Background: an optimization exercise with open tools, aiming at few clock cycles. Do not read the settings as production practice. Function was checked by simulation only, so behaviour that the tests miss may differ from the original. Power is estimated from default activity; no workload was simulated.

## flow/design.v (module list and top-level ports; edited modules follow where they fit)
// module regfile: 27 lines
// module alu: 35 lines
// module cmp: 13 lines
// module csr: 250 lines
// module hazard: 19 lines
// module busio: 38 lines
// module fetch: 165 lines
// module decode: 337 lines
// module execute: 85 lines
// module memory: 17 lines
// module writeback: 58 lines
// module pipeline: 421 lines
// module core: 55 lines
module core #(
    parameter RESET_VECTOR = 32'h8000_0000
) (
    input clk,
    input reset,
    input meip,
    output ext_valid,
    output ext_instruction,
    input ext_ready,
    output [31:0] ext_address,
    output [31:0] ext_write_data,
    output [3:0] ext_write_strobe,
    input [31:0] ext_read_data
);
  // ...
==> flow/run.sh <==
#!/bin/bash
# synth_recipe.tcl (not shown) runs the flow's synth.tcl, then flattens the netlist and writes it again
# the make line also repeats each setting of config.mk as NAME=value (left out here)
make -C /OpenROAD-flow-scripts/flow DESIGN_CONFIG=/design/flow/config.mk WORK_HOME=/design/flow/orfs CLKGATE_MAP_FILE= SYNTH_SCRIPT=/design/flow/synth_recipe.tcl finish
==> flow/config.mk <==
export PLATFORM = sky130hd
export DESIGN_NAME = core
export DESIGN_NICKNAME = core
export VERILOG_FILES = /design/flow/design.v
export SDC_FILE = /design/flow/constraint.sdc
export NUM_CORES = 4
export LEC_CHECK = 0
export CAP_MARGIN = 20
export CORE_MARGIN = 2
export CORE_UTILIZATION = 30
export PLACE_DENSITY = 0.45
export SETUP_SLACK_MARGIN = 0.2
export SLEW_MARGIN = 20
==> flow/constraint.sdc <==
create_clock -name core_clock -period 7.5 [get_ports {clk}]
set_input_delay 1.5000 -clock core_clock [delete_from_list [all_inputs] [get_ports {clk}]]
set_output_delay 1.5000 -clock core_clock [all_outputs]
set_load 0.01 [all_outputs]
==> summary.txt, run 1 <==
status timing/DRC/antenna clean; Max stage delay on crit path 0.70 ns; vias in the first global route 224600; # nets final 23050; most frequent cells in the layout edfxtp_1 (7476), mux4_2 (2031), buf_4 (1472); cell area after layout 412500 sq um; CP most frequent cell nand4_1; H-tree Lvls 6; WHS Endpoint core_pipeline.e_pc[29]; Synth async-reset ratio 0%; Setup WS pre-CTS -1.020 ns; register area 232600 sq um; RSZ-0062 raised after global routing false; Setup Fix Bufs, Post-CTS 0; Highest Signal Layer met5; Biggest consumer combinational logic; peak supply drop 0.4926 mV; post-synthesis adder-cell area fraction 1.194%; combinational cell power 64800 uW; Final Non-Filler Cells 39030; 1st-iter DRT viols 37130; Tot GR Track Use 25.76%; upper clock frequency limit 0.1378 GHz; Sequential Power 56800 uW; DR DRC count 0; final core utilization 35.33%; die width 1085 um; routed via count 231700; total design power 165200 uW; Seq cells 7879; setup_tns 0 ns; initial antenna violation count 160; iteration count of the initial detailed-routing pass 9; Syn Inst Count 21320; Signal buf overhead 4.337%; Compound-Gate Fraction of Synth Area 8.028%; dpl cell area 383600 sq um; FP Rows 397
Testbench counts, summed over its fixed seeds: cycles 78,197.
==> module regfile, before the edit <==
module regfile (
    input clk,
    input [4:0] rs1_address,
    input [4:0] rs2_address,
    output reg [31:0] rs1_data,
    output reg [31:0] rs2_data,
    input [4:0] rd_address,
    input [31:0] rd_data
);
    reg [31:0] registers [1:31];
    integer i;
    always @(*) begin
        rs1_data = 0;
        rs2_data = 0;
        for (i = 1; i < 32; i = i + 1) begin
            rs1_data = rs1_data | ({32{rs1_address == i}} & registers[i]);
            rs2_data = rs2_data | ({32{rs2_address == i}} & registers[i]);
        end
    end
    always @(posedge clk) begin
        for (i = 1; i < 32; i = i + 1) begin
            if (rd_address == i) begin
                registers[i] <= rd_data;
            end
        end
    end
endmodule
==> module alu, before the edit <==
module alu (
    input [31:0] input_a,
    input [31:0] input_b,
    input [2:0] function_select,
    input function_modifier,
    output [31:0] add_result,
    output reg [31:0] result
);
localparam ALU_ADD_SUB = 3'b000;
localparam ALU_SLL     = 3'b001;
localparam ALU_SLT     = 3'b010;
localparam ALU_SLTU    = 3'b011;
localparam ALU_XOR     = 3'b100;
localparam ALU_SRL_SRA = 3'b101;
localparam ALU_OR      = 3'b110;
localparam ALU_AND_CLR = 3'b111;
/*verilator lint_off UNUSED*/  
wire [32:0] tmp_shifted = $signed({function_modifier ? input_a[31] : 1'b0, input_a}) >>> input_b[4:0];
/*verilator lint_on UNUSED*/
assign add_result = input_a + (function_modifier ? -input_b : input_b);
wire slt = $signed({function_select[0] ? 1'b0 : input_a[31], input_a})
         < $signed({function_select[0] ? 1'b0 : input_b[31], input_b});
always @(*) begin
    case (function_select)
        ALU_ADD_SUB: result = add_result;
        ALU_SLL:     result = input_a << input_b[4:0];
        ALU_SLT,
        ALU_SLTU:    result = {31'b0, slt};
        ALU_XOR:     result = input_a ^ input_b;
        ALU_SRL_SRA: result = tmp_shifted[31:0];
        ALU_OR:      result = input_a | input_b;
        ALU_AND_CLR: result = (function_modifier ? ~input_a : input_a) & input_b;
    endcase
end
endmodule
==> module cmp, before the edit <==
module cmp (
    input [31:0] input_a,
    input [31:0] input_b,
    input [2:0] function_select,
    output result
);
wire usign = function_select[1];
wire less = function_select[2];
wire is_equal = (input_a == input_b);
wire is_less = ($signed({usign ? 1'b0 : input_a[31], input_a}) < $signed({usign ? 1'b0 : input_b[31], input_b}));
wire quasi_result = less ? is_less : is_equal;
assign result = function_select[0] ? !quasi_result : quasi_result;
endmodule
==> module csr, before the edit <==
module csr (
    input clk,
    input reset,
    input meip,
    input [11:0] read_address,
    output reg [31:0] read_data,
    output reg readable,
    output reg writeable,
    input write_enable,
    input [11:0] write_address,
    input [31:0] write_data,
    input retired,
    input traped,
    input mret,
    input [31:0] ecp,
    input [3:0] trap_cause,
    input interupt,
    output eip,
    output tip,
    output sip,
    output [31:0] trap_vector,
    output [31:0] mret_vector
);
reg [63:0] cycle;
reg [63:0] instret;
reg pie;
reg ie;
reg meie;
reg msie;
reg msip;
reg mtie;
reg mtip;
reg [31:0] mtvec;
reg [31:0] mscratch;
reg [31:0] mecp;
reg [3:0] mcause;
reg minterupt;
reg [63:0] mtimecmp;
reg meip_sampled;
always @(posedge clk) begin
    meip_sampled <= meip;
end
assign eip = ie && meie && meip_sampled;
assign tip = ie && mtie && mtip;
assign sip = ie && msie && msip;
assign trap_vector = mtvec;
assign mret_vector = mecp;
always @(*) begin
    casez (read_address)
        12'hc00, 12'hc01: begin  
            read_data = cycle[31:0];
            readable = 1;
            writeable = 0;
        end
        12'hc02: begin  
            read_data = instret[31:0];
            readable = 1;
            writeable = 0;
        end
        12'hc80, 12'hc81: begin  
            read_data = cycle[63:32];
            readable = 1;
            writeable = 0;
        end
        12'hc82: begin  
            read_data = instret[63:32];
            readable = 1;
            writeable = 0;
        end
        12'hc03, 12'hc04, 12'hc05, 12'hc06, 12'hc07, 12'hc08, 12'hc09, 12'hc0a, 12'hc0b, 12'hc0c, 12'hc0d, 12'hc0e, 12'hc0f, 12'hc1?,
        12'hc83, 12'hc84, 12'hc85, 12'hc86, 12'hc87, 12'hc88, 12'hc89, 12'hc8a, 12'hc8b, 12'hc8c, 12'hc8d, 12'hc8e, 12'hc8f,
        12'hc9?: begin  
            read_data = 0;
            readable = 1;
            writeable = 0;
        end
        12'hf11, 12'hf12, 12'hf13, 12'hf14: begin  
            read_data = 0;
            readable = 1;
            writeable = 0;
        end
        12'h300: begin  
            read_data = {1'b0, 8'b0, 1'b0, 1'b0, 1'b0, 1'b0, 1'b0, 1'b0, 2'b0, 2'b0, 2'b0, 2'b0, 1'b0, pie, 1'b0, 1'b0, 1'b0, ie, 1'b0, 1'b0, 1'b0};
            readable = 1;
            writeable = 1;
        end
        12'h301: begin  
            read_data = {2'b1, 4'b0, 26'b00000000000000000100000000};
            readable = 1;
            writeable = 1;
        end
        12'h344: begin  
            read_data = {20'b0, meip, 1'b0, 1'b0, 1'b0, mtip, 1'b0, 1'b0, 1'b0, msip, 1'b0, 1'b0, 1'b0};
            readable = 1;
            writeable = 1;
        end
        12'h304: begin  
            read_data = {20'b0, meie, 1'b0, 1'b0, 1'b0, mtie, 1'b0, 1'b0, 1'b0, msie, 1'b0, 1'b0, 1'b0};
            readable = 1;
            writeable = 1;
        end
        12'h305: begin  
            read_data = {mtvec[31:2], 2'b00};
            readable = 1;
            writeable = 1;
        end
        12'h340: begin  
            read_data = mscratch;
            readable = 1;
            writeable = 1;
        end
        12'h341: begin  
            read_data = mecp;
            readable = 1;
            writeable = 1;
        end
        12'h342: begin  
            read_data = {minterupt, 27'b0, mcause};
            readable = 1;
            writeable = 1;
        end
        12'h343: begin  
            read_data = 0;
            readable = 1;
            writeable = 1;
        end
        12'hb00, 12'hb01: begin  
            read_data = cycle[31:0];
            readable = 1;
            writeable = 1;
        end
        12'hb02: begin  
            read_data = instret[31:0];
            readable = 1;
            writeable = 1;
        end
        12'hb80, 12'hb81: begin  
            read_data = cycle[63:32];
            readable = 1;
            writeable = 1;
        end
        12'hb82: begin  
            read_data = instret[63:32];
            readable = 1;
            writeable = 1;
        end
        12'hb03, 12'hb04, 12'hb05, 12'hb06, 12'hb07, 12'hb08, 12'hb09, 12'hb0a, 12'hb0b, 12'hb0c, 12'hb0d, 12'hb0e, 12'hb0f, 12'hb1?,
        12'hb83, 12'hb84, 12'hb85, 12'hb86, 12'hb87, 12'hb88, 12'hb89, 12'hb8a, 12'hb8b, 12'hb8c, 12'hb8d, 12'hb8e, 12'hb8f,
        12'hb9?: begin  
            read_data = 0;
            readable = 1;
            writeable = 1;
        end
        12'h32?, 12'h33?: begin  
            read_data = 0;
            readable = 1;
            writeable = 1;
        end
        12'hbc0: begin  
            read_data = mtimecmp[31:0];
            readable = 1;
            writeable = 1;
        end
        12'hbc1: begin  
            read_data = mtimecmp[63:32];
            readable = 1;
            writeable = 1;
        end
        default: begin
            read_data = 0;
            readable = 0;
            writeable = 0;
        end
    endcase
end
always @(posedge clk) begin
    if (traped) begin
        pie <= ie;
        ie <= 0;
        mecp <= ecp;
        minterupt <= interupt;
        mcause <= trap_cause;
    end else if (mret) begin
        ie <= pie;
        pie <= 1;
    end
    cycle <= cycle + 1;
    if (retired) begin
        instret <= instret + 1;
    end
    if (write_enable) begin
        casez (write_address)
            12'h300: begin  
                ie <= write_data[3];
                pie <= write_data[7];
            end
            12'h344: begin  
                msip <= write_data[3];
            end
            12'h304: begin  
                msie <= write_data[3];
                mtie <= write_data[7];
                meie <= write_data[11];
            end
            12'h305: begin  
                mtvec <= {write_data[31:2], 2'b00};
            end
            12'h340: begin  
                mscratch <= write_data;
            end
            12'h341: begin  
                mecp <= write_data;
            end
            12'h342: begin  
                minterupt <= write_data[31];
                mcause <= write_data[3:0];
            end
            12'hb00, 12'hb01: begin  
                cycle[31:0] <= write_data;
            end
            12'hb02: begin  
                instret[31:0] <= write_data;
            end
            12'hb80, 12'hb81: begin  
                cycle[63:32] <= write_data;
            end
            12'hb82: begin  
                instret[63:32] <= write_data;
            end
            12'hbc0: begin  
                mtimecmp[31:0] <= write_data;
            end
            12'hbc1: begin  
                mtimecmp[63:32] <= write_data;
            end
            default: begin
            end
        endcase
    end
    if (reset) begin
        ie <= 0;
        pie <= 0;
        mcause <= 0;
        minterupt <= 0;
        cycle <= 0;
        instret <= 0;
    end
    mtip <= cycle >= mtimecmp;
end
endmodule
==> run 2, diff against run 1 <==
--- a/flow/design.v
+++ b/flow/design.v
@@ -4,6 +4,12 @@
     input [4:0] rs2_address,
+    input [4:0] rs3_address,
+    input [4:0] rs4_address,
     output reg [31:0] rs1_data,
     output reg [31:0] rs2_data,
+    output reg [31:0] rs3_data,
+    output reg [31:0] rs4_data,
     input [4:0] rd_address,
-    input [31:0] rd_data
+    input [31:0] rd_data,
+    input [4:0] rd2_address,
+    input [31:0] rd2_data
 );
@@ -14,2 +20,4 @@
         rs2_data = 0;
+        rs3_data = 0;
+        rs4_data = 0;
         for (i = 1; i < 32; i = i + 1) begin
@@ -17,2 +25,4 @@
             rs2_data = rs2_data | ({32{rs2_address == i}} & registers[i]);
+            rs3_data = rs3_data | ({32{rs3_address == i}} & registers[i]);
+            rs4_data = rs4_data | ({32{rs4_address == i}} & registers[i]);
         end
@@ -21,3 +31,5 @@
         for (i = 1; i < 32; i = i + 1) begin
-            if (rd_address == i) begin
+            if (rd2_address == i) begin
+                registers[i] <= rd2_data;
+            end else if (rd_address == i) begin
                 registers[i] <= rd_data;
@@ -46,5 +58,18 @@
 /*verilator lint_on UNUSED*/
-assign add_result = input_a + (function_modifier ? -input_b : input_b);
-wire slt = $signed({function_select[0] ? 1'b0 : input_a[31], input_a})
-         < $signed({function_select[0] ? 1'b0 : input_b[31], input_b});
+/*verilator lint_off PINCONNECTEMPTY*/
+prefix_add alu_adder (
+    .a(input_a),
+    .b(input_b ^ {32{function_modifier}}),
+    .carry_in(function_modifier),
+    .sum(add_result),
+    .carry_out()
+);
+/*verilator lint_on PINCONNECTEMPTY*/
+wire slt;
+less_than alu_less (
+    .a(input_a),
+    .b(input_b),
+    .unsigned_compare(function_select[0]),
+    .less(slt)
+);
 always @(*) begin
@@ -62,2 +87,52 @@
 endmodule
+module prefix_add (
+    input [31:0] a,
+    input [31:0] b,
+    input carry_in,
+    output [31:0] sum,
+    output carry_out
+);
+wire [31:0] p = a ^ b;
+wire [31:0] g = a & b;
+wire [32*6-1:0] gl;
+wire [32*6-1:0] pl;
+assign gl[31:0] = {g[31:1], g[0] | (p[0] & carry_in)};
+assign pl[31:0] = p;
+genvar l, i;
+generate
+    for (l = 0; l < 5; l = l + 1) begin : level
+        for (i = 0; i < 32; i = i + 1) begin : bits
+            if (i >= (1 << l)) begin : combine
+                assign gl[(l+1)*32+i] = gl[l*32+i] | (pl[l*32+i] & gl[l*32+i-(1<<l)]);
+                assign pl[(l+1)*32+i] = pl[l*32+i] & pl[l*32+i-(1<<l)];
+            end else begin : pass
+                assign gl[(l+1)*32+i] = gl[l*32+i];
+                assign pl[(l+1)*32+i] = pl[l*32+i];
+            end
+        end
+    end
+endgenerate
+wire [32:0] carry = {gl[5*32+31:5*32], carry_in};
+assign sum = p ^ carry[31:0];
+assign carry_out = carry[32];
+endmodule
+module less_than (
+    input [31:0] a,
+    input [31:0] b,
+    input unsigned_compare,
+    output less
+);
+wire [31:0] flip = {!unsigned_compare, 31'b0};
+wire no_borrow;
+/*verilator lint_off PINCONNECTEMPTY*/
+prefix_add compare_adder (
+    .a(a ^ flip),
+    .b(~(b ^ flip)),
+    .carry_in(1'b1),
+    .sum(),
+    .carry_out(no_borrow)
+);
+/*verilator lint_on PINCONNECTEMPTY*/
+assign less = !no_borrow;
+endmodule
 module cmp (
@@ -71,3 +146,9 @@
 wire is_equal = (input_a == input_b);
-wire is_less = ($signed({usign ? 1'b0 : input_a[31], input_a}) < $signed({usign ? 1'b0 : input_b[31], input_b}));
+wire is_less;
+less_than cmp_less (
+    .a(input_a),
+    .b(input_b),
+    .unsigned_compare(usign),
+    .less(is_less)
+);
 wire quasi_result = less ? is_less : is_equal;
@@ -87,2 +168,3 @@
     input retired,
+    input retired_b,
     input traped,
@@ -262,4 +344,4 @@
     cycle <= cycle + 1;
-    if (retired) begin
-        instret <= instret + 1;
+    if (retired || retired_b) begin
+        instret <= instret + ((retired && retired_b) ? 2 : 1);
     end
@@ -386,3 +468,4 @@
     parameter PREFETCH_WINDOW = 32,
-    parameter BHT_BITS = 6
+    parameter BHT_BITS = 6,
+    parameter BTI_BITS = 2
 ) (
@@ -403,2 +486,10 @@
     output reg predicted_out,
+    output reg jalr_predicted_out,
+    output reg [29:0] target_out,
+    output reg [31:0] instruction_b_out,
+    output reg valid_b_out,
+    output reg [31:0] pc_b_out,
+    output reg b_target_out,
+    output reg predicted_b_out,
+    output reg hint_b_out,
     output reg hint_out,
@@ -409,2 +500,3 @@
 localparam BHT_ENTRIES = 1 << BHT_BITS;
+localparam BTI_ENTRIES = 1 << BTI_BITS;
 reg [31:0] pc;
@@ -412,14 +504,69 @@
 reg [31:0] ba;
-reg [31:0] cache_data [0:ENTRIES-1];
-reg [29:0] cache_target [0:ENTRIES-1];
-reg [ENTRIES-1:0] cache_jump;
-reg [ENTRIES-1:0] cache_branch;
-reg [ENTRIES-1:0] cache_hint;
-reg [TAG_BITS-1:0] cache_tag [0:ENTRIES-1];
-reg [ENTRIES-1:0] cache_valid;
+localparam BANK_BITS = INDEX_BITS - 1;
+wire [31:0] pc4 = pc + 4;
+wire [BANK_BITS-1:0] pc_index = pc[INDEX_BITS+1:3];
+wire [BANK_BITS-1:0] pc4_index = pc4[INDEX_BITS+1:3];
+wire [BANK_BITS-1:0] pf_index = pf[INDEX_BITS+1:3];
+wire fill;
+wire bus_jump_fill;
+wire bus_jalr;
+wire bus_branch;
+wire bus_hint;
+wire [29:0] bus_predicted_target;
+wire [31:0] bank_data [0:1];
+wire [29:0] bank_target [0:1];
+wire [TAG_BITS-1:0] bank_tag [0:1];
+wire [1:0] bank_valid, bank_jump, bank_jalr, bank_branch, bank_hint;
+wire [TAG_BITS-1:0] bank_pf_tag [0:1];
+wire [1:0] bank_pf_valid;
+genvar g;
+generate
+    for (g = 0; g < 2; g = g + 1) begin : banks
+        icache_bank #(
+            .INDEX_BITS(BANK_BITS),
+            .TAG_BITS(TAG_BITS)
+        ) bank (
+            .clk(clk),
+            .reset(reset),
+            .read_index((g == 0 && pc[2]) ? pc4_index : pc_index),
+            .data(bank_data[g]),
+            .target(bank_target[g]),
+            .tag(bank_tag[g]),
+            .valid(bank_valid[g]),
+            .jump(bank_jump[g]),
+            .jalr(bank_jalr[g]),
+            .branch(bank_branch[g]),
+            .hint(bank_hint[g]),
+            .probe_index(pf_index),
+            .probe_tag(bank_pf_tag[g]),
+            .probe_valid(bank_pf_valid[g]),
+            .write(fill && ba[2] == g),
+            .write_index(ba[INDEX_BITS+1:3]),
+            .write_data(bus_data),
+            .write_target(bus_predicted_target),
+            .write_tag(ba[31:INDEX_BITS+2]),
+            .write_jump(bus_jump_fill),
+            .write_jalr(bus_jalr),
+            .write_branch(bus_branch),
+            .write_hint(bus_hint)
+        );
+    end
+endgenerate
+wire sel_a = pc[2];
+wire sel_b = !pc[2];
+wire [31:0] cache_a_data = bank_data[sel_a];
+wire [29:0] cache_a_target = bank_target[sel_a];
+wire cache_a_jump = bank_jump[sel_a];
+wire cache_a_jalr = bank_jalr[sel_a];
+wire cache_a_branch = bank_branch[sel_a];
+wire cache_a_hint = bank_hint[sel_a];
+wire [31:0] cache_b_data = bank_data[sel_b];
+wire [29:0] cache_b_target = bank_target[sel_b];
+wire cache_b_jump = bank_jump[sel_b];
+wire cache_b_jalr = bank_jalr[sel_b];
+wire cache_b_branch = bank_branch[sel_b];
+wire cache_b_hint = bank_hint[sel_b];
 reg [1:0] bht [0:BHT_ENTRIES-1];
-wire [INDEX_BITS-1:0] pc_index = pc[INDEX_BITS+1:2];
-wire hit = cache_valid[pc_index] && cache_tag[pc_index] == pc[31:INDEX_BITS+2];
-wire [INDEX_BITS-1:0] pf_index = pf[INDEX_BITS+1:2];
-wire pf_hit = cache_valid[pf_index] && cache_tag[pf_index] == pf[31:INDEX_BITS+2];
+wire hit = bank_valid[sel_a] && bank_tag[sel_a] == pc[31:INDEX_BITS+2];
+wire pf_hit = bank_pf_valid[pf[2]] && bank_pf_tag[pf[2]] == pf[31:INDEX_BITS+2];
 wire [31:0] pf_distance = pf - pc;
@@ -433,3 +580,3 @@
 wire fetched = hit || from_bus;
-wire fill = bus_done && (ba_is_pc || ba_in_window);
+assign fill = bus_done && (ba_is_pc || ba_in_window);
 assign fetch_address = ba;
@@ -440,14 +587,142 @@
 wire [31:0] bus_imm = bus_is_jal ? bus_j_imm : bus_b_imm;
-wire [31:0] bus_target = {ba[31:2], 2'b00} + bus_imm;
+wire [31:0] bus_target;
+/*verilator lint_off PINCONNECTEMPTY*/
+prefix_add bus_target_adder (
+    .a({ba[31:2], 2'b00}),
+    .b(bus_imm),
+    .carry_in(1'b0),
+    .sum(bus_target),
+    .carry_out()
+);
+/*verilator lint_on PINCONNECTEMPTY*/
 wire bus_jump = bus_is_jal && !bus_imm[1];
-wire bus_branch = bus_is_branch && !bus_imm[1];
-wire bus_hint = bus_b_imm[31] || bus_data[14:12] == 3'b001 || bus_data[14:12] == 3'b101 || bus_data[14:12] == 3'b111;
-wire [31:0] instr = from_bus ? bus_data : cache_data[pc_index];
-wire [29:0] target = from_bus ? bus_target[31:2] : cache_target[pc_index];
-wire is_jump = from_bus ? bus_jump : cache_jump[pc_index];
-wire is_branch = from_bus ? bus_branch : cache_branch[pc_index];
-wire hint = from_bus ? bus_hint : cache_hint[pc_index];
+assign bus_branch = bus_is_branch && !bus_imm[1];
+assign bus_hint = bus_b_imm[31] || bus_data[14:12] == 3'b001 || bus_data[14:12] == 3'b101 || bus_data[14:12] == 3'b111;
+reg last_auipc;
+reg [29:0] last_address;
+reg [4:0] last_rd;
+reg [31:0] last_value;
+wire bus_is_auipc = bus_data[6:0] == 7'b0010111;
+wire [31:0] bus_auipc_value = {ba[31:2], 2'b00} + {bus_data[31:12], 12'b0};
+wire bus_is_jalr = bus_data[6:0] == 7'b1100111 && bus_data[14:12] == 3'b000;
+wire [31:0] bus_jalr_target;
+/*verilator lint_off PINCONNECTEMPTY*/
+prefix_add bus_jalr_adder (
+    .a(last_value),
+    .b({{20{bus_data[31]}}, bus_data[31:20]}),
+    .carry_in(1'b0),
+    .sum(bus_jalr_target),
+    .carry_out()
+);
+/*verilator lint_on PINCONNECTEMPTY*/
+assign bus_jalr = bus_is_jalr && last_auipc && last_address + 1 == ba[31:2]
+    && last_rd == bus_data[19:15] && bus_jalr_target[1:0] == 0;
+always @(posedge clk) begin
+    if (reset) begin
+        last_auipc <= 0;
+    end else if (bus_done) begin
+        last_auipc <= bus_is_auipc && bus_data[11:7] != 0;
+    end
+    if (bus_done) begin
+        last_address <= ba[31:2];
+        last_rd <= bus_data[11:7];
+        last_value <= bus_auipc_value;
+    end
+end
+assign bus_jump_fill = bus_jump || bus_jalr;
+wire [31:0] instr = from_bus ? bus_data : cache_a_data;
+assign bus_predicted_target = bus_jalr ? bus_jalr_target[31:2] : bus_target[31:2];
+wire [29:0] target = from_bus ? bus_predicted_target : cache_a_target;
+wire is_jalr = from_bus ? bus_jalr : cache_a_jalr;
+wire is_jump = from_bus ? (bus_jump || bus_jalr) : cache_a_jump;
+wire is_branch = from_bus ? bus_branch : cache_a_branch;
+wire hint = from_bus ? bus_hint : cache_a_hint;
 wire [1:0] counter = bht[pc[BHT_BITS+1:2]];
 wire predict_taken = pc[1:0] == 0 && (is_jump || (is_branch && (hint ^ counter[1])));
-wire [31:0] next_pc = predict_taken ? {target, 2'b00} : pc + 4;
+wire hit4 = bank_valid[sel_b] && bank_tag[sel_b] == pc4[31:INDEX_BITS+2];
+wire [31:0] instr_b = cache_b_data;
+wire [6:0] a_op = instr[6:0];
+wire a_simple = a_op == 7'b0110011 || a_op == 7'b0010011 || a_op == 7'b0110111 || a_op == 7'b0010111
+    || a_op == 7'b0000011 || a_op == 7'b0100011 || a_op == 7'b1100011 || a_op == 7'b1101111
+    || a_op == 7'b1100111;
+wire a_writes = !(a_op == 7'b0100011 || a_op == 7'b1100011);
+wire [4:0] a_rd = instr[11:7];
+reg [BTI_ENTRIES-1:0] bti_valid;
+reg [29:0] bti_tag [0:BTI_ENTRIES-1];
+reg [31:0] bti_data [0:BTI_ENTRIES-1];
+reg [29:0] bti_pc [0:BTI_ENTRIES-1];
+reg [29:0] bti_next [0:BTI_ENTRIES-1];
+reg [BTI_ENTRIES-1:0] bti_match;
+reg [31:0] bti_word;
+reg [29:0] bti_word_pc;
+reg [29:0] bti_word_next;
+integer k;
+always @(*) begin
+    bti_word = 0;
+    bti_word_pc = 0;
+    bti_word_next = 0;
+    for (k = 0; k < BTI_ENTRIES; k = k + 1) begin
+        bti_match[k] = bti_valid[k] && bti_tag[k] == pc[31:2];
+        bti_word = bti_word | ({32{bti_match[k]}} & bti_data[k]);
+        bti_word_pc = bti_word_pc | ({30{bti_match[k]}} & bti_pc[k]);
+        bti_word_next = bti_word_next | ({30{bti_match[k]}} & bti_next[k]);
+    end
+end
+wire bti_hit = |bti_match;
+function second_ok;
+    input [31:0] w;
+    input a_is_mem;
+    reg [2:0] f3;
+    begin
+        f3 = w[14:12];
+        case (w[6:0])
+            7'b0110011: second_ok = w[31:25] == 0 || (w[31:25] == 7'b0100000 && (f3 == 3'b000 || f3 == 3'b101));
+            7'b0010011: second_ok = (f3 == 3'b001) ? w[31:25] == 0
+                : (f3 == 3'b101) ? (w[31] == 0 && w[29:25] == 0) : 1'b1;
+            7'b0110111, 7'b0010111: second_ok = 1;
+            7'b0000011: second_ok = !a_is_mem && f3 != 3'b011 && f3 != 3'b110 && f3 != 3'b111;
+            7'b0100011: second_ok = !a_is_mem && (f3 == 3'b000 || f3 == 3'b001 || f3 == 3'b010);
+            default: second_ok = 0;
+        endcase
+    end
+endfunction
+function second_reads;
+    input [31:0] w;
+    input [4:0] rd;
+    begin
+        case (w[6:0])
+            7'b0110011, 7'b0100011, 7'b1100011: second_reads = w[19:15] == rd || w[24:20] == rd;
+            7'b0010011, 7'b0000011: second_reads = w[19:15] == rd;
+            default: second_reads = 0;
+        endcase
+    end
+endfunction
+wire [6:0] b_op = instr_b[6:0];
+wire [2:0] b_f3 = instr_b[14:12];
+wire b_is_op = b_op == 7'b0110011;
+wire b_is_opimm = b_op == 7'b0010011;
+wire b_is_upper = b_op == 7'b0110111 || b_op == 7'b0010111;
+wire b_op_legal = instr_b[31:25] == 0 || (instr_b[31:25] == 7'b0100000 && (b_f3 == 3'b000 || b_f3 == 3'b101));
+wire b_opimm_legal = (b_f3 == 3'b001) ? instr_b[31:25] == 0
+    : (b_f3 == 3'b101) ? (instr_b[31] == 0 && instr_b[29:25] == 0) : 1'b1;
+wire b_is_load = b_op == 7'b0000011 && b_f3 != 3'b011 && b_f3 != 3'b110 && b_f3 != 3'b111;
+wire b_is_store = b_op == 7'b0100011 && (b_f3 == 3'b000 || b_f3 == 3'b001 || b_f3 == 3'b010);
+wire a_mem = a_op == 7'b0000011 || a_op == 7'b0100011;
+wire a_control = a_op == 7'b1100011 || a_op == 7'b1101111 || a_op == 7'b1100111;
+wire b_is_branch = cache_b_branch && b_f3[2:1] != 2'b01;
+wire b_is_jal = cache_b_jump && !cache_b_jalr;
+wire [1:0] b_counter = bht[pc4[BHT_BITS+1:2]];
+wire b_taken = b_is_jal || (b_is_branch && (cache_b_hint ^ b_counter[1]));
+wire b_ok = (b_is_op && b_op_legal) || (b_is_opimm && b_opimm_legal) || b_is_upper
+    || ((b_is_load || b_is_store) && !a_mem)
+    || ((b_is_branch || b_is_jal) && !a_control);
+wire b_dep = a_writes && a_rd != 0 && (
+    ((b_is_op || b_is_opimm || b_is_load || b_is_store || b_is_branch) && instr_b[19:15] == a_rd)
+    || ((b_is_op || b_is_store || b_is_branch) && instr_b[24:20] == a_rd));
+wire pair = hit4 && pc[1:0] == 0 && a_simple && !predict_taken && b_ok && !b_dep;
+wire predict_b_taken = b_taken && (b_is_branch || b_is_jal);
+wire pair_target = bti_hit && pc[1:0] == 0 && a_simple && second_ok(bti_word, 1'b0)
+    && !(a_writes && a_rd != 0 && second_reads(bti_word, a_rd));
+wire [31:0] next_pc = predict_taken ? (pair_target ? {bti_word_next, 2'b00} : {target, 2'b00})
+    : (pair ? (predict_b_taken ? {cache_b_target, 2'b00} : pc + 8) : pc4);
 wire advance = !hold && fetched;
@@ -496,20 +771,46 @@
 end
+reg insert_pending;
+reg [29:0] insert_tag;
+reg [29:0] insert_target;
+reg [BTI_BITS-1:0] insert_pointer;
 always @(posedge clk) begin
-    if (fill) begin
-        cache_data[ba[INDEX_BITS+1:2]] <= bus_data;
-        cache_target[ba[INDEX_BITS+1:2]] <= bus_target[31:2];
-        cache_tag[ba[INDEX_BITS+1:2]] <= ba[31:INDEX_BITS+2];
+    if (reset || redirect) begin
+        insert_pending <= 0;
+    end else if (advance) begin
+        insert_pending <= predict_taken && !bti_hit;
+    end else if (fetched) begin
+        insert_pending <= 0;
+    end
+    if (advance) begin
+        insert_tag <= pc[31:2];
+        insert_target <= target;
     end
 end
+wire insert = insert_pending && !redirect && fetched && pc[31:2] == insert_target;
 always @(posedge clk) begin
     if (reset) begin
-        cache_valid <= 0;
-    end else if (fill) begin
-        cache_valid[ba[INDEX_BITS+1:2]] <= 1'b1;
-    end
-    if (fill) begin
-        cache_jump[ba[INDEX_BITS+1:2]] <= bus_jump;
-        cache_branch[ba[INDEX_BITS+1:2]] <= bus_branch;
-        cache_hint[ba[INDEX_BITS+1:2]] <= bus_hint;
+        bti_valid <= 0;
+        insert_pointer <= 0;
+    end else if (insert) begin
+        bti_valid[insert_pointer] <= 1'b1;
+        insert_pointer <= insert_pointer + 1;
+    end
+    if (insert) begin
+        bti_tag[insert_pointer] <= insert_tag;
+        bti_data[insert_pointer] <= instr;
+        bti_pc[insert_pointer] <= pc[31:2];
+        bti_next[insert_pointer] <= pc4[31:2];
+    end
+end
+reg update_q;
+reg [BHT_BITS-1:0] update_index_q;
+reg disagree_q;
+always @(posedge clk) begin
+    if (reset) begin
+        update_q <= 0;
+    end else begin
+        update_q <= bht_update;
     end
+    update_index_q <= bht_update_pc[BHT_BITS+1:2];
+    disagree_q <= bht_disagree;
 end
@@ -521,10 +822,10 @@
         end
-    end else if (bht_update) begin
-        if (bht_disagree) begin
-            if (bht[bht_update_pc[BHT_BITS+1:2]] != 2'b11) begin
-                bht[bht_update_pc[BHT_BITS+1:2]] <= bht[bht_update_pc[BHT_BITS+1:2]] + 1;
+    end else if (update_q) begin
+        if (disagree_q) begin
+            if (bht[update_index_q] != 2'b11) begin
+                bht[update_index_q] <= bht[update_index_q] + 1;
             end
         end else begin
-            if (bht[bht_update_pc[BHT_BITS+1:2]] != 2'b00) begin
-                bht[bht_update_pc[BHT_BITS+1:2]] <= bht[bht_update_pc[BHT_BITS+1:2]] - 1;
+            if (bht[update_index_q] != 2'b00) begin
+                bht[update_index_q] <= bht[update_index_q] - 1;
             end
@@ -536,4 +837,6 @@
         valid_out <= 0;
+        valid_b_out <= 0;
     end else if (!hold) begin
         valid_out <= fetched;
+        valid_b_out <= fetched && (predict_taken ? pair_target : pair);
     end
@@ -543,2 +846,9 @@
         predicted_out <= predict_taken;
+        jalr_predicted_out <= predict_taken && is_jalr;
+        target_out <= target;
+        instruction_b_out <= predict_taken ? bti_word : instr_b;
+        pc_b_out <= predict_taken ? {bti_word_pc, 2'b00} : pc4;
+        b_target_out <= predict_taken;
+        predicted_b_out <= !predict_taken && predict_b_taken;
+        hint_b_out <= cache_b_hint;
         hint_out <= hint;
@@ -547,2 +857,68 @@
 endmodule
+module icache_bank #(
+    parameter INDEX_BITS = 6,
+    parameter TAG_BITS = 23
+) (
+    input clk,
+    input reset,
+    input [INDEX_BITS-1:0] read_index,
+    output [31:0] data,
+    output [29:0] target,
+    output [TAG_BITS-1:0] tag,
+    output valid,
+    output jump,
+    output jalr,
+    output branch,
+    output hint,
+    input [INDEX_BITS-1:0] probe_index,
+    output [TAG_BITS-1:0] probe_tag,
+    output probe_valid,
+    input write,
+    input [INDEX_BITS-1:0] write_index,
+    input [31:0] write_data,
+    input [29:0] write_target,
+    input [TAG_BITS-1:0] write_tag,
+    input write_jump,
+    input write_jalr,
+    input write_branch,
+    input write_hint
+);
+localparam ENTRIES = 1 << INDEX_BITS;
+reg [31:0] cache_data [0:ENTRIES-1];
+reg [29:0] cache_target [0:ENTRIES-1];
+reg [TAG_BITS-1:0] cache_tag [0:ENTRIES-1];
+reg [ENTRIES-1:0] cache_valid;
+reg [ENTRIES-1:0] cache_jump;
+reg [ENTRIES-1:0] cache_jalr;
+reg [ENTRIES-1:0] cache_branch;
+reg [ENTRIES-1:0] cache_hint;
+assign data = cache_data[read_index];
+assign target = cache_target[read_index];
+assign tag = cache_tag[read_index];
+assign valid = cache_valid[read_index];
+assign jump = cache_jump[read_index];
+assign jalr = cache_jalr[read_index];
+assign branch = cache_branch[read_index];
+assign hint = cache_hint[read_index];
+assign probe_tag = cache_tag[probe_index];
+assign probe_valid = cache_valid[probe_index];
+always @(posedge clk) begin
+    if (write) begin
+        cache_data[write_index] <= write_data;
+        cache_target[write_index] <= write_target;
+        cache_tag[write_index] <= write_tag;
+        cache_jump[write_index] <= write_jump;
+        cache_jalr[write_index] <= write_jalr;
+        cache_branch[write_index] <= write_branch;
+        cache_hint[write_index] <= write_hint;
+    end
+end
+always @(posedge clk) begin
+    if (reset) begin
+        cache_valid <= 0;
+    end else if (write) begin
+        cache_valid[write_index] <= 1'b1;
+    end
+end
+endmodule
 module decode (
@@ -886,4 +1262,4 @@
     input [31:0] pc,
-    input [31:0] rs1,
-    input [31:0] rs2,
+    input [31:0] alu_a,
+    input [31:0] alu_b,
     input [31:0] branch_rs1,
@@ -895,3 +1271,2 @@
     input [1:0] alu_select_a,
-    input [1:0] alu_select_b,
     input [2:0] cmp_function,
@@ -919,17 +1294,2 @@
 wire cmp_out;
-reg [31:0] alu_a, alu_b;
-always @(*) begin
-    case (alu_select_a)
-        ALU_SEL_REG : alu_a = rs1;
-        ALU_SEL_IMM : alu_a = imm;
-        ALU_SEL_PC  : alu_a = pc;
-        ALU_SEL_CSR : alu_a = csr_data;
-    endcase
-    case (alu_select_b)
-        ALU_SEL_REG : alu_b = rs2;
-        ALU_SEL_IMM : alu_b = imm;
-        ALU_SEL_PC  : alu_b = pc;
-        ALU_SEL_CSR : alu_b = csr_data;
-    endcase
-end
 alu ex_alu (
@@ -950,3 +1310,11 @@
 assign should_branch = branch && (jump || cmp_out);
-assign branch_target = ((alu_select_a == ALU_SEL_REG) ? branch_rs1 : pc) + imm;
+/*verilator lint_off PINCONNECTEMPTY*/
+prefix_add target_adder (
+    .a((alu_select_a == ALU_SEL_REG) ? branch_rs1 : pc),
+    .b(imm),
+    .carry_in(1'b0),
+    .sum(branch_target),
+    .carry_out()
+);
+/*verilator lint_on PINCONNECTEMPTY*/
 assign valid_branch_address = branch_target[1:0] == 0;
@@ -998,2 +1366,8 @@
     input exception_in,
+    input valid_b_in,
+    input [31:0] pc_b_in,
+    input [4:0] rd_address_b_in,
+    input [31:0] rd_data_b_in,
+    input [3:0] ecause_b_in,
+    input exception_b_in,
     input sip,
@@ -1003,2 +1377,5 @@
     output [31:0] rd_data,
+    output [4:0] rd_address_b,
+    output [31:0] rd_data_b,
+    output retired_b,
     output csr_write,
@@ -1015,6 +1392,9 @@
 wire exception = exception_in && valid_in;
-assign traped = (sip || tip || eip || exception);
-assign ecp = wfi_in ? pc_in + 4 : pc_in;
+wire exception_b = exception_b_in && valid_b_in;
+wire trap_a = sip || tip || eip || exception;
+assign traped = trap_a || exception_b;
+assign ecp = trap_a ? (wfi_in ? pc_in + 4 : pc_in) : pc_b_in;
 assign wfi = valid_in && wfi_in;
-assign retired = valid_in && !traped && !wfi;
+assign retired = valid_in && !trap_a && !wfi;
+assign retired_b = valid_b_in && !traped;
 assign mret = valid_in && mret_in;
@@ -1030,5 +1410,8 @@
         interupt = 1;
-    end else if (exception_in) begin
+    end else if (exception) begin
         ecause = ecause_in;
         interupt = 0;
+    end else if (exception_b) begin
+        ecause = ecause_b_in;
+        interupt = 0;
     end else begin
@@ -1038,4 +1421,6 @@
 end
-assign rd_address = (!valid_in || traped) ? 5'h0 : rd_address_in;
+assign rd_address = (!valid_in || trap_a) ? 5'h0 : rd_address_in;
 assign rd_data = rd_data_in;
+assign rd_address_b = (!valid_b_in || traped) ? 5'h0 : rd_address_b_in;
+assign rd_data_b = rd_data_b_in;
 assign csr_write = valid_in && !traped && csr_write_in;
@@ -1082,2 +1467,7 @@
 wire lb_hazard;
+wire mispredict_a;
+wire mispredict_b;
+wire bht_update;
+wire [31:0] bht_update_pc;
+wire bht_disagree;
 wire [31:0] d_pc;
@@ -1085,2 +1475,10 @@
 wire d_pred;
+wire d_jalr_pred;
+wire [29:0] d_target;
+wire [31:0] d_instr_b;
+wire d_valid_b;
+wire [31:0] d_pc_b;
+wire d_b_target;
+wire d_pred_b;
+wire d_hint_b;
 wire d_hint;
@@ -1095,5 +1493,5 @@
     .hold(hold_d),
-    .bht_update(e_valid && e_branch && !e_jump && !hold_e),
-    .bht_update_pc(e_pc),
-    .bht_disagree(ex_taken != e_hint),
+    .bht_update(bht_update),
+    .bht_update_pc(bht_update_pc),
+    .bht_disagree(bht_disagree),
     .bus_free(!mem_request),
@@ -1105,2 +1503,10 @@
     .predicted_out(d_pred),
+    .jalr_predicted_out(d_jalr_pred),
+    .target_out(d_target),
+    .instruction_b_out(d_instr_b),
+    .valid_b_out(d_valid_b),
+    .pc_b_out(d_pc_b),
+    .b_target_out(d_b_target),
+    .predicted_b_out(d_pred_b),
+    .hint_b_out(d_hint_b),
     .hint_out(d_hint),
@@ -1156,3 +1562,50 @@
 );
-wire [31:0] rf_rs1, rf_rs2;
+wire [4:0] decb_rs1a, decb_rs2a;
+wire [31:0] decb_imm;
+wire [2:0] decb_alu_fn;
+wire decb_alu_mod;
+wire [1:0] decb_sel_a, decb_sel_b;
+wire [4:0] decb_rd;
+wire decb_load, decb_store;
+wire decb_uses_rs1, decb_uses_rs2;
+wire [2:0] decb_cmp_fn;
+wire decb_jump, decb_branch;
+wire [1:0] decb_size;
+wire decb_signed;
+/*verilator lint_off PINCONNECTEMPTY*/
+decode pipeline_decode_b (
+    .instr(d_instr_b),
+    .valid_in(d_valid_b),
+    .uses_rs1(decb_uses_rs1),
+    .uses_rs2(decb_uses_rs2),
+    .uses_csr(),
+    .rs1_address(decb_rs1a),
+    .rs2_address(decb_rs2a),
+    .csr_address(),
+    .imm(decb_imm),
+    .alu_fn(decb_alu_fn),
+    .alu_mod(decb_alu_mod),
+    .sel_a(decb_sel_a),
+    .sel_b(decb_sel_b),
+    .cmp_fn(decb_cmp_fn),
+    .jump(decb_jump),
+    .branch(decb_branch),
+    .csr_read(),
+    .csr_write(),
+    .load(decb_load),
+    .store(decb_store),
+    .ls_size(decb_size),
+    .ls_signed(decb_signed),
+    .bypass_memory(),
+    .wsel(),
+    .rd(decb_rd),
+    .mret(),
+    .wfi(),
+    .ecause(),
+    .exception()
+);
+/*verilator lint_on PINCONNECTEMPTY*/
+wire [31:0] rf_rs1, rf_rs2, rf_rs3, rf_rs4;
+wire [4:0] wbb_rd;
+wire [31:0] wbb_rd_data;
 wire [4:0] wb_rd;
@@ -1163,11 +1616,61 @@
     .rs2_address(dec_rs2a),
+    .rs3_address(decb_rs1a),
+    .rs4_address(decb_rs2a),
     .rs1_data(rf_rs1),
     .rs2_data(rf_rs2),
+    .rs3_data(rf_rs3),
+    .rs4_data(rf_rs4),
     .rd_address(wb_rd),
-    .rd_data(wb_rd_data)
+    .rd_data(wb_rd_data),
+    .rd2_address(wbb_rd),
+    .rd2_data(wbb_rd_data)
 );
-wire [31:0] d_rs1 = (wb_rd != 0 && wb_rd == dec_rs1a) ? wb_rd_data : rf_rs1;
-wire [31:0] d_rs2 = (wb_rd != 0 && wb_rd == dec_rs2a) ? wb_rd_data : rf_rs2;
+function [31:0] wb_bypass;
+    input [4:0] address;
+    input [31:0] value;
+    input [4:0] rd_a;
+    input [31:0] data_a;
+    input [4:0] rd_b;
+    input [31:0] data_b;
+    begin
+        if (rd_b != 0 && rd_b == address) begin
+            wb_bypass = data_b;
+        end else if (rd_a != 0 && rd_a == address) begin
+            wb_bypass = data_a;
+        end else begin
+            wb_bypass = value;
+        end
+    end
+endfunction
+wire [31:0] d_rs1 = wb_bypass(dec_rs1a, rf_rs1, wb_rd, wb_rd_data, wbb_rd, wbb_rd_data);
+wire [31:0] d_rs2 = wb_bypass(dec_rs2a, rf_rs2, wb_rd, wb_rd_data, wbb_rd, wbb_rd_data);
+wire [31:0] d_rs3 = wb_bypass(decb_rs1a, rf_rs3, wb_rd, wb_rd_data, wbb_rd, wbb_rd_data);
+wire [31:0] d_rs4 = wb_bypass(decb_rs2a, rf_rs4, wb_rd, wb_rd_data, wbb_rd, wbb_rd_data);
 wire [31:0] csr_read_data;
 wire csr_readable, csr_writeable;
+function [31:0] operand;
+    input [1:0] select;
+    input [31:0] register;
+    input [31:0] immediate;
+    input [31:0] pc;
+    input [31:0] csr;
+    begin
+        case (select)
+            ALU_SEL_REG : operand = register;
+            ALU_SEL_IMM : operand = immediate;
+            ALU_SEL_PC  : operand = pc;
+            ALU_SEL_CSR : operand = csr;
+        endcase
+    end
+endfunction
+wire [31:0] d_opa = operand(dec_sel_a, d_rs1, dec_imm, d_pc, csr_read_data);
+wire [31:0] d_opb = operand(dec_sel_b, d_rs2, dec_imm, d_pc, csr_read_data);
+wire [4:0] d_opa_address = (dec_sel_a == ALU_SEL_REG) ? dec_rs1a : 5'd0;
+wire [4:0] d_opb_address = (dec_sel_b == ALU_SEL_REG) ? dec_rs2a : 5'd0;
+wire [31:0] d_opa_b = operand(decb_sel_a, d_rs3, decb_imm, d_pc_b, 32'h0);
+wire [31:0] d_opb_b = operand(decb_sel_b, d_rs4, decb_imm, d_pc_b, 32'h0);
+wire d_jalr = dec_jump && dec_sel_a == ALU_SEL_REG;
+wire d_b_target_ok = d_jalr ? ({d_target, 2'b00} == d_pc_b) : (d_pc + dec_imm == d_pc_b);
+wire [4:0] d_opa_b_address = (decb_sel_a == ALU_SEL_REG) ? decb_rs1a : 5'd0;
+wire [4:0] d_opb_b_address = (decb_sel_b == ALU_SEL_REG) ? decb_rs2a : 5'd0;
 wire csr_exception = (dec_csr_read && !csr_readable) || (dec_csr_write && !csr_writeable);
@@ -1178,2 +1681,4 @@
 reg [31:0] e_rs1, e_rs2;
+reg [31:0] e_opa, e_opb;
+reg [4:0] e_opa_address, e_opb_address;
 reg [4:0] e_rs1a, e_rs2a;
@@ -1187,2 +1692,5 @@
 reg e_uses_rs1, e_uses_rs2;
+reg e_jalr_pred;
+reg e_b_follow_bad;
+reg [31:0] e_jalr_rs1;
 reg e_load, e_store;
@@ -1197,2 +1705,33 @@
 reg e_exception;
+reg eb_valid;
+reg [31:0] eb_rs1, eb_rs2;
+reg [31:0] eb_opa, eb_opb;
+reg [4:0] eb_opa_address, eb_opb_address;
+reg [4:0] eb_rs1a, eb_rs2a;
+reg [31:0] eb_imm;
+reg [2:0] eb_alu_fn;
+reg eb_alu_mod;
+reg [1:0] eb_sel_a, eb_sel_b;
+reg [4:0] eb_rd;
+reg eb_load, eb_store;
+reg [31:0] eb_pc;
+reg [31:0] eb_target;
+reg [2:0] eb_cmp_fn;
+reg eb_jump, eb_branch, eb_pred, eb_hint;
+reg eb_uses_rs1, eb_uses_rs2;
+reg [1:0] eb_size;
+reg eb_signed;
+reg mb_valid;
+reg [31:0] mb_pc;
+reg [31:0] wb2_pc;
+reg [31:0] mb_rd_data;
+reg [4:0] mb_rd;
+reg mb_load, mb_store;
+reg [3:0] mb_ecause;
+reg mb_exception;
+reg wb2_valid;
+reg [31:0] wb2_rd_data;
+reg [4:0] wb2_rd;
+reg [3:0] wb2_ecause;
+reg wb2_exception;
 reg m_valid;
@@ -1239,11 +1778,73 @@
 wire [31:0] m_forward;
-wire fwd1_m = e_rs1a != 0 && m_valid && m_rd == e_rs1a;
-wire fwd1_w = e_rs1a != 0 && w_valid && w_rd == e_rs1a;
-wire fwd2_m = e_rs2a != 0 && m_valid && m_rd == e_rs2a;
-wire fwd2_w = e_rs2a != 0 && w_valid && w_rd == e_rs2a;
-wire [31:0] ex_rs1 = fwd1_m ? m_forward : (fwd1_w ? w_rd_data : e_rs1);
-wire [31:0] ex_rs2 = fwd2_m ? m_forward : (fwd2_w ? w_rd_data : e_rs2);
-wire [31:0] br_rs1 = fwd1_m ? m_rd_data : (fwd1_w ? w_rd_data : e_rs1);
-wire [31:0] br_rs2 = fwd2_m ? m_rd_data : (fwd2_w ? w_rd_data : e_rs2);
-assign lb_hazard = e_valid && e_branch && m_load && ((e_uses_rs1 && fwd1_m) || (e_uses_rs2 && fwd2_m));
+wire [31:0] mb_forward;
+reg [3:0] s_e_rs1, s_e_rs2, s_eb_rs1, s_eb_rs2, s_e_opa, s_e_opb, s_eb_opa, s_eb_opb;
+function [31:0] fwd;
+    input [3:0] select;
+    input [31:0] value;
+    input [31:0] mb_data;
+    input [31:0] ma_data;
+    input [31:0] wb_data;
+    input [31:0] wa_data;
+    begin
+        fwd = ({32{select[0]}} & mb_data) | ({32{select[1]}} & ma_data)
+            | ({32{select[2]}} & wb_data) | ({32{select[3]}} & wa_data)
+            | ({32{select == 4'b0000}} & value);
+    end
+endfunction
+wire [31:0] ex_rs1 = fwd(s_e_rs1, e_rs1, mb_forward, m_forward, wb2_rd_data, w_rd_data);
+wire [31:0] ex_rs2 = fwd(s_e_rs2, e_rs2, mb_forward, m_forward, wb2_rd_data, w_rd_data);
+wire [31:0] br_rs1 = fwd(s_e_rs1, e_rs1, mb_rd_data, m_rd_data, wb2_rd_data, w_rd_data);
+wire [31:0] br_rs2 = fwd(s_e_rs2, e_rs2, mb_rd_data, m_rd_data, wb2_rd_data, w_rd_data);
+function load_dependence;
+    input [4:0] address;
+    begin
+        if (address != 0 && mb_valid && mb_rd == address) begin
+            load_dependence = mb_load;
+        end else if (address != 0 && m_valid && m_rd == address) begin
+            load_dependence = m_load;
+        end else begin
+            load_dependence = 0;
+        end
+    end
+endfunction
+assign lb_hazard = (e_valid && e_branch && (
+    (e_uses_rs1 && load_dependence(e_rs1a)) || (e_uses_rs2 && load_dependence(e_rs2a))))
+    || (eb_valid && eb_branch && (
+    (eb_uses_rs1 && load_dependence(eb_rs1a)) || (eb_uses_rs2 && load_dependence(eb_rs2a))));
+wire [31:0] brb_rs1 = fwd(s_eb_rs1, eb_rs1, mb_rd_data, m_rd_data, wb2_rd_data, w_rd_data);
+wire [31:0] brb_rs2 = fwd(s_eb_rs2, eb_rs2, mb_rd_data, m_rd_data, wb2_rd_data, w_rd_data);
+wire cmp_b_result;
+cmp ex_cmp_b (
+    .input_a(brb_rs1),
+    .input_b(brb_rs2),
+    .function_select(eb_cmp_fn),
+    .result(cmp_b_result)
+);
+wire b_taken = eb_branch && (eb_jump || cmp_b_result);
+wire [31:0] alu_a = fwd(s_e_opa, e_opa, mb_forward, m_forward, wb2_rd_data, w_rd_data);
+wire [31:0] alu_b = fwd(s_e_opb, e_opb, mb_forward, m_forward, wb2_rd_data, w_rd_data);
+wire [31:0] alub_a = fwd(s_eb_opa, eb_opa, mb_forward, m_forward, wb2_rd_data, w_rd_data);
+wire [31:0] alub_b = fwd(s_eb_opb, eb_opb, mb_forward, m_forward, wb2_rd_data, w_rd_data);
+wire [31:0] exb_rs1 = fwd(s_eb_rs1, eb_rs1, mb_forward, m_forward, wb2_rd_data, w_rd_data);
+wire [31:0] exb_rs2 = fwd(s_eb_rs2, eb_rs2, mb_forward, m_forward, wb2_rd_data, w_rd_data);
+wire [31:0] alub_result;
+wire [31:0] alub_add;
+alu ex_alu_b (
+    .input_a(alub_a),
+    .input_b(alub_b),
+    .function_select(eb_alu_fn),
+    .function_modifier(eb_alu_mod),
+    .add_result(alub_add),
+    .result(alub_result)
+);
+reg valid_mem_address_b;
+always @(*) begin
+    case (eb_size)
+        2'b00: valid_mem_address_b = 1;
+        2'b01: valid_mem_address_b = (alub_add[0] == 0);
+        2'b10: valid_mem_address_b = (alub_add[1:0] == 0);
+        2'b11: valid_mem_address_b = 0;
+    endcase
+end
+wire eb_mem = eb_valid && (eb_load || eb_store);
 wire [31:0] alu_add;
@@ -1258,4 +1859,4 @@
     .pc(e_pc),
-    .rs1(ex_rs1),
-    .rs2(ex_rs2),
+    .alu_a(alu_a),
+    .alu_b(alu_b),
     .branch_rs1(br_rs1),
@@ -1267,3 +1868,2 @@
     .alu_select_a(e_sel_a),
-    .alu_select_b(e_sel_b),
     .cmp_function(e_cmp_fn),
@@ -1283,4 +1883,12 @@
 wire [31:0] e_next_pc = e_pc + 4;
-assign mispredict = e_valid && !lb_hazard && (ex_taken != e_pred);
-assign ex_redirect_pc = ex_taken ? branch_target : e_next_pc;
+wire jalr_wrong = e_jalr_pred && br_rs1 != e_jalr_rs1;
+assign mispredict_a = e_valid && !lb_hazard && ((ex_taken != e_pred) || jalr_wrong || e_b_follow_bad);
+assign mispredict_b = eb_valid && !lb_hazard && !mispredict_a && (b_taken != eb_pred);
+assign mispredict = mispredict_a || mispredict_b;
+assign ex_redirect_pc = mispredict_a ? (ex_taken ? branch_target : e_next_pc)
+    : (b_taken ? eb_target : eb_pc + 4);
+wire a_cond_branch = e_valid && e_branch && !e_jump;
+assign bht_update = !hold_e && (a_cond_branch || (eb_valid && eb_branch && !eb_jump && !mispredict_a));
+assign bht_update_pc = a_cond_branch ? e_pc : eb_pc;
+assign bht_disagree = a_cond_branch ? (ex_taken != e_hint) : (b_taken != eb_hint);
 always @(posedge clk) begin
@@ -1293,2 +1901,46 @@
     end
+    if (reset || flush_all) begin
+        eb_valid <= 0;
+    end else if (hold_e) begin
+        eb_valid <= eb_valid && !mispredict_a;
+    end else begin
+        eb_valid <= d_valid && d_valid_b && !d_hazard && !mispredict;
+    end
+    if (hold_e) begin
+        eb_rs1 <= exb_rs1;
+        eb_rs2 <= exb_rs2;
+        eb_opa <= alub_a;
+        eb_opb <= alub_b;
+        if (mispredict_b) begin
+            eb_pred <= b_taken;
+        end
+    end else begin
+        eb_pc <= d_pc_b;
+        eb_target <= d_pc_b + decb_imm;
+        eb_cmp_fn <= decb_cmp_fn;
+        eb_jump <= decb_jump;
+        eb_branch <= decb_branch;
+        eb_pred <= d_pred_b;
+        eb_hint <= d_hint_b;
+        eb_uses_rs1 <= decb_uses_rs1;
+        eb_uses_rs2 <= decb_uses_rs2;
+        eb_rs1 <= d_rs3;
+        eb_rs2 <= d_rs4;
+        eb_opa <= d_opa_b;
+        eb_opb <= d_opb_b;
+        eb_opa_address <= d_opa_b_address;
+        eb_opb_address <= d_opb_b_address;
+        eb_rs1a <= decb_rs1a;
+        eb_rs2a <= decb_rs2a;
+        eb_imm <= decb_imm;
+        eb_alu_fn <= decb_alu_fn;
+        eb_alu_mod <= decb_alu_mod;
+        eb_sel_a <= decb_sel_a;
+        eb_sel_b <= decb_sel_b;
+        eb_rd <= decb_rd;
+        eb_load <= decb_load;
+        eb_store <= decb_store;
+        eb_size <= decb_size;
+        eb_signed <= decb_signed;
+    end
     if (hold_e) begin
@@ -1296,4 +1948,8 @@
         e_rs2 <= ex_rs2;
-        if (mispredict) begin
+        e_opa <= alu_a;
+        e_opb <= alu_b;
+        if (mispredict_a) begin
             e_pred <= ex_taken;
+            e_jalr_pred <= 0;
+            e_b_follow_bad <= 0;
         end
@@ -1303,2 +1959,6 @@
         e_rs2 <= d_rs2;
+        e_opa <= d_opa;
+        e_opb <= d_opb;
+        e_opa_address <= d_opa_address;
+        e_opb_address <= d_opb_address;
         e_rs1a <= dec_rs1a;
@@ -1315,2 +1975,5 @@
         e_pred <= d_pred;
+        e_jalr_pred <= d_jalr_pred;
+        e_b_follow_bad <= d_valid_b && d_b_target && !d_b_target_ok;
+        e_jalr_rs1 <= {d_target, 2'b00} - dec_imm;
         e_uses_rs1 <= dec_uses_rs1;
@@ -1338,15 +2001,29 @@
     end
+    if (reset || flush_all) begin
+        mb_valid <= 0;
+    end else if (!hold_m) begin
+        mb_valid <= eb_valid && !mispredict_a && !lb_hazard;
+    end
+    if (!hold_m) begin
+        mb_rd_data <= eb_jump ? eb_pc + 4 : alub_result;
+        mb_pc <= eb_pc;
+        mb_rd <= eb_rd;
+        mb_load <= eb_load;
+        mb_store <= eb_store;
+        mb_ecause <= eb_load ? 4'h4 : 4'h6;
+        mb_exception <= (eb_load || eb_store) && !valid_mem_address_b;
+    end
     if (!hold_m) begin
         m_pc <= e_pc;
-        m_address <= alu_add;
+        m_address <= eb_mem ? alub_add : alu_add;
         m_alu <= alu_result;
         m_rd_data <= ex_rd_data;
-        m_store_data <= ex_rs2;
+        m_store_data <= eb_mem ? exb_rs2 : ex_rs2;
         m_load <= e_load;
         m_store <= e_store;
-        m_size <= e_size;
-        m_offset <= 4'b0001 << alu_add[1:0];
-        m_byte <= e_size == 2'b00;
-        m_half <= e_size == 2'b01;
-        m_signed <= e_signed;
+        m_size <= eb_mem ? eb_size : e_size;
+        m_offset <= 4'b0001 << (eb_mem ? alub_add[1:0] : alu_add[1:0]);
+        m_byte <= (eb_mem ? eb_size : e_size) == 2'b00;
+        m_half <= (eb_mem ? eb_size : e_size) == 2'b01;
+        m_signed <= eb_mem ? eb_signed : e_signed;
         m_rd <= e_rd;
@@ -1368,3 +2045,5 @@
 end
-assign mem_request = m_valid && !m_exception && (m_load || m_store) && !wb_traped && !wb_mret && !wb_wfi;
+wire mem_a = m_valid && !m_exception && (m_load || m_store);
+wire mem_b = mb_valid && !mb_exception && !(m_valid && m_exception) && (mb_load || mb_store);
+assign mem_request = (mem_a || mem_b) && !wb_traped && !wb_mret && !wb_wfi;
 assign mem_address = m_address;
@@ -1372,3 +2051,3 @@
 assign mem_size = m_size;
-assign mem_store = m_store;
+assign mem_store = (m_valid && m_store) || (mb_valid && mb_store);
 wire [31:0] load_data;
@@ -1383,2 +2062,3 @@
 assign m_forward = m_load ? load_data : m_rd_data;
+assign mb_forward = mb_load ? load_data : mb_rd_data;
 wire m_wait = mem_request && !bus_ready;
@@ -1392,2 +2072,16 @@
     end
+    if (reset || flush_all) begin
+        wb2_valid <= 0;
+    end else if (wb_wfi) begin
+        wb2_valid <= wb2_valid;
+    end else begin
+        wb2_valid <= mb_valid && !m_wait;
+    end
+    if (!wb_wfi) begin
+        wb2_rd_data <= mb_forward;
+        wb2_pc <= mb_pc;
+        wb2_rd <= mb_rd;
+        wb2_ecause <= mb_ecause;
+        wb2_exception <= mb_exception;
+    end
     if (!wb_wfi) begin
@@ -1405,2 +2099,3 @@
 end
+wire wb_retired_b;
 wire csr_eip, csr_tip, csr_sip;
@@ -1425,2 +2120,8 @@
     .exception_in(w_exception),
+    .valid_b_in(wb2_valid),
+    .pc_b_in(wb2_pc),
+    .rd_address_b_in(wb2_rd),
+    .rd_data_b_in(wb2_rd_data),
+    .ecause_b_in(wb2_ecause),
+    .exception_b_in(wb2_exception),
     .sip(csr_sip),
@@ -1430,2 +2131,5 @@
     .rd_data(wb_rd_data),
+    .rd_address_b(wbb_rd),
+    .rd_data_b(wbb_rd_data),
+    .retired_b(wb_retired_b),
     .csr_write(wb_csr_write),
@@ -1453,2 +2157,3 @@
     .retired(wb_retired),
+    .retired_b(wb_retired_b),
     .traped(wb_traped),
@@ -1464,2 +2169,54 @@
 );
+wire nx_mb_valid = hold_m ? mb_valid : (eb_valid && !lb_hazard);
+wire [4:0] nx_mb_rd = hold_m ? mb_rd : eb_rd;
+wire nx_m_valid = hold_m ? m_valid : (e_valid && !lb_hazard);
+wire [4:0] nx_m_rd = hold_m ? m_rd : e_rd;
+wire nx_wb_valid = wb_wfi ? wb2_valid : (mb_valid && !m_wait);
+wire [4:0] nx_wb_rd = wb_wfi ? wb2_rd : mb_rd;
+wire nx_w_valid = wb_wfi ? w_valid : (m_valid && !m_wait);
+wire [4:0] nx_w_rd = wb_wfi ? w_rd : m_rd;
+function [3:0] forward_select;
+    input [4:0] address;
+    input mb_v;
+    input [4:0] mb_r;
+    input ma_v;
+    input [4:0] ma_r;
+    input wb_v;
+    input [4:0] wb_r;
+    input wa_v;
+    input [4:0] wa_r;
+    begin
+        if (address == 0) begin
+            forward_select = 4'b0000;
+        end else if (mb_v && mb_r == address) begin
+            forward_select = 4'b0001;
+        end else if (ma_v && ma_r == address) begin
+            forward_select = 4'b0010;
+        end else if (wb_v && wb_r == address) begin
+            forward_select = 4'b0100;
+        end else if (wa_v && wa_r == address) begin
+            forward_select = 4'b1000;
+        end else begin
+            forward_select = 4'b0000;
+        end
+    end
+endfunction
+always @(posedge clk) begin
+    s_e_rs1 <= forward_select(hold_e ? e_rs1a : dec_rs1a, nx_mb_valid, nx_mb_rd, nx_m_valid, nx_m_rd,
+        nx_wb_valid, nx_wb_rd, nx_w_valid, nx_w_rd);
+    s_e_rs2 <= forward_select(hold_e ? e_rs2a : dec_rs2a, nx_mb_valid, nx_mb_rd, nx_m_valid, nx_m_rd,
+        nx_wb_valid, nx_wb_rd, nx_w_valid, nx_w_rd);
+    s_eb_rs1 <= forward_select(hold_e ? eb_rs1a : decb_rs1a, nx_mb_valid, nx_mb_rd, nx_m_valid, nx_m_rd,
+        nx_wb_valid, nx_wb_rd, nx_w_valid, nx_w_rd);
+    s_eb_rs2 <= forward_select(hold_e ? eb_rs2a : decb_rs2a, nx_mb_valid, nx_mb_rd, nx_m_valid, nx_m_rd,
+        nx_wb_valid, nx_wb_rd, nx_w_valid, nx_w_rd);
+    s_e_opa <= forward_select(hold_e ? e_opa_address : d_opa_address, nx_mb_valid, nx_mb_rd, nx_m_valid, nx_m_rd,
+        nx_wb_valid, nx_wb_rd, nx_w_valid, nx_w_rd);
+    s_e_opb <= forward_select(hold_e ? e_opb_address : d_opb_address, nx_mb_valid, nx_mb_rd, nx_m_valid, nx_m_rd,
+        nx_wb_valid, nx_wb_rd, nx_w_valid, nx_w_rd);
+    s_eb_opa <= forward_select(hold_e ? eb_opa_address : d_opa_b_address, nx_mb_valid, nx_mb_rd, nx_m_valid, nx_m_rd,
+        nx_wb_valid, nx_wb_rd, nx_w_valid, nx_w_rd);
+    s_eb_opb <= forward_select(hold_e ? eb_opb_address : d_opb_b_address, nx_mb_valid, nx_mb_rd, nx_m_valid, nx_m_rd,
+        nx_wb_valid, nx_wb_rd, nx_w_valid, nx_w_rd);
+end
 endmodule
--- a/flow/config.mk
+++ b/flow/config.mk
@@ -11,3 +11,3 @@
 export PLACE_DENSITY = 0.45
-export SETUP_SLACK_MARGIN = 0.2
+export SETUP_SLACK_MARGIN = 0.25
 export SLEW_MARGIN = 20
==> summary.txt, run 2 <==
status timing/DRC/antenna clean (unchanged); Worst Setup End Kind flop (unchanged); die area 1525000 sq um (was 1178000 sq um); H-tree Lvls 7 (was 6); vias per cell 6.350 (was 5.936); cell area after layout 546400 sq um (was 412500 sq um); max reg flops 2048 (unchanged); Leakage 0.1884 uW (was 0.1340 uW); total design power 235500 uW (was 165200 uW); DR DRC count 0 (unchanged); worst r2r path cells 22 (was 16); Post-CTS Hold Buffers 0 (unchanged); Yosys top cell area share 56.00% (was 63.99%); iteration count of the initial detailed-routing pass 14 (was 9); FF+latch count, synth 9176 (was 7879); first-pass GRT wire length 3522000 um (was 2081000 um); most frequent cells in the layout edfxtp_1 (8475), buf_4 (3308), nand2_1 (3115) (was edfxtp_1 (7476), mux4_2 (2031), buf_4 (1472)); DP Wirelength 1928000 um (was 1043000 um); vias in the first global route 344100 (was 224600); RSZ-0062 raised after global routing true (was false); Placed Cells 55450 (was 37370); initial antenna violation count 370 (was 160); number of enable flip-flop cells after synthesis 8475 (was 7476); WP data required 8.43 ns (was 8.28 ns); Syn Inst Count 34000 (was 21320); die width 1235 um (was 1085 um); routed via count 367100 (was 231700); WHS Endpoint core_pipeline.w_mret (was core_pipeline.e_pc[29]); 1st-iter DRT viols 62990 (was 37130); R2R Path End core_pipeline.pipeline_fetch.bti_pc[1][24] (was core_pipeline.pipeline_fetch.cache_data[63][4]); Layout Skew 0.1474 ns (was 0.1359 ns); Layout area overhead 20.23% (was 17.58%); core area 1513000 sq um (was 1167000 sq um); Clk pwr share 23.8% (was 26.4%); share of cells above drive strength 1 24.65% (was 24.46%); upper clock frequency limit 0.1363 GHz (was 0.1378 GHz); CTS buffer count 1176 (was 864); synth cell count leaders edfxtp_1 (8475), nand2_1 (3148), nor2_1 (2082) (was edfxtp_1 (7476), mux4_2 (2031), nand2_1 (1360)); FP Rows 452 (was 397); Tot GR Track Use 34.72% (was 25.76%); dpl cell area 507800 sq um (was 383600 sq um); setup_tns 0 ns (unchanged); peak supply drop 0.7087 mV (was 0.4926 mV); Synth async-reset ratio 0% (unchanged); Post-synth top flop edfxtp_1 (unchanged); # nets final 37130 (was 23050); Starting Density 30.04% (was 30.05%); Final Non-Filler Cells 57820 (was 39030)
run 2: how the worst max path moves through the flow:
stage / startpoint / slack, ns / endpoint
6_report: core_pipeline.pipeline_fetch.pc[2] / 0.16 / core_pipeline.pipeline_fetch.bti_pc[1][24]
5_1_grt: core_pipeline.m_offset[3] / 0.20 / core_pipeline.m_address[30]
4_1_cts: core_pipeline.wb2_rd_data[21] / 0.25 / core_pipeline.pipeline_fetch.bti_pc[1][24]
3_5_place_dp: ext_read_data[9] / -1.86 / core_pipeline.m_rd_data[30]
3_3_place_gp: ext_read_data[9] / -2.20 / core_pipeline.m_rd_data[30]
2_1_floorplan: core_pipeline.w_wfi / -2.56 / core_pipeline.pipeline_fetch.pc[12]
run 2: cell type report:
cell class / count / area, sq um / area share, %
Sequential cell: 9176 / 268700 / 49.17
Multi-Input combinational cell: 21550 / 176500 / 32.31
Timing Repair Buffer: 3910 / 36010 / 6.591
Clock buffer: 1472 / 31500 / 5.765
Tap cell: 20200 / 25280 / 4.626
Clock inverter: 530 / 5032 / 0.9210
Inverter: 658 / 2587 / 0.4736
Antenna cell: 317 / 793.3 / 0.1452
run 2: worst max-delay path, stage by stage, from the launching register on:
cell and delay [ns]:
dfxtp_4 0.61, ha_4 0.40, and4_1 0.36, xnor2_4 0.17
buf_12 0.19, buf_4 0.20, nand2_1 0.36, buf_4 0.27
a31oi_1 0.08, and4_1 0.27, nor4_1 0.76, xnor2_1 0.28
nor4_1 0.36, o22ai_1 0.23, and4bb_2 0.43, buf_4 0.16
or2_1 0.20, buf_4 0.15, nand2_1 0.23, nor2_2 0.27
buf_4 0.21, and2_4 0.35, buf_12 0.25
run 2: metrics by stage:
stage	hold WS (ns)	setup slack, ns	utilization [%]
2_1_floorplan	0.4003	-2.559	-
3_3_place_gp	0.4018	-2.200	33.54
3_5_place_dp	0.4045	-1.862	33.57
4_1_cts	0.3470	0.2545	36.01
5_1_grt	0.3618	0.1991	36.08
6_report	0.3507	0.1641	36.12
run 2: power groups by stage:
stage                     Sequential (uW)  Combinational [uW]  Clock [uW]
final                               67800              112000       55900
after CTS                           67600              108000       56600
after detailed placement            68700              107000           0
after global placement              68600              107000           0
after floorplan                     66100               48000           0
after global routing                67800              113000       58400
run 2: routing by layer:
layer / vias up / routed length [um] / track usage (%)
li1: 140300 / - / -
met2: 26850 / 1186000 / 52.02
met1: 192900 / 1055000 / 44.21
met3: 7020 / 275100 / 9.060
met4: 118 / 226300 / 23.26
met5: - / 857 / 0.03104
run 2: kinds of logic after synthesis:
family,Yosys count,share of synthesized area (%)
AO/OA/AOI/OAI,7691,12.11
adder cells (fa/ha/maj),615,1.708
buffers and inverters,3275,3.035
AND/OR/NAND/NOR,8049,7.994
other,2,0.001653
multiplexers,3896,13.55
flip-flops,9176,59.09
XOR/XNOR,1297,2.509
run 2: what timing repair did:
item	in CTS	in global routing
resized for setup	54	62
hold endpoints to repair	0	0
cloned	0	1
setup buffers	17	22
setup endpoints to repair	614	637
pin swaps	30	13
Testbench counts of run 2, summed over its fixed seeds: cycles 56,333.

Re-timed with assumed drivers on the ports (clkbuf_16 on the clock, buf_2 on other inputs), run 2 has 0.070 ns of setup slack against 0.164 ns with ideal ports, and -1.227 ns once port delays also move by the mid clock arrival of 1.490 ns.
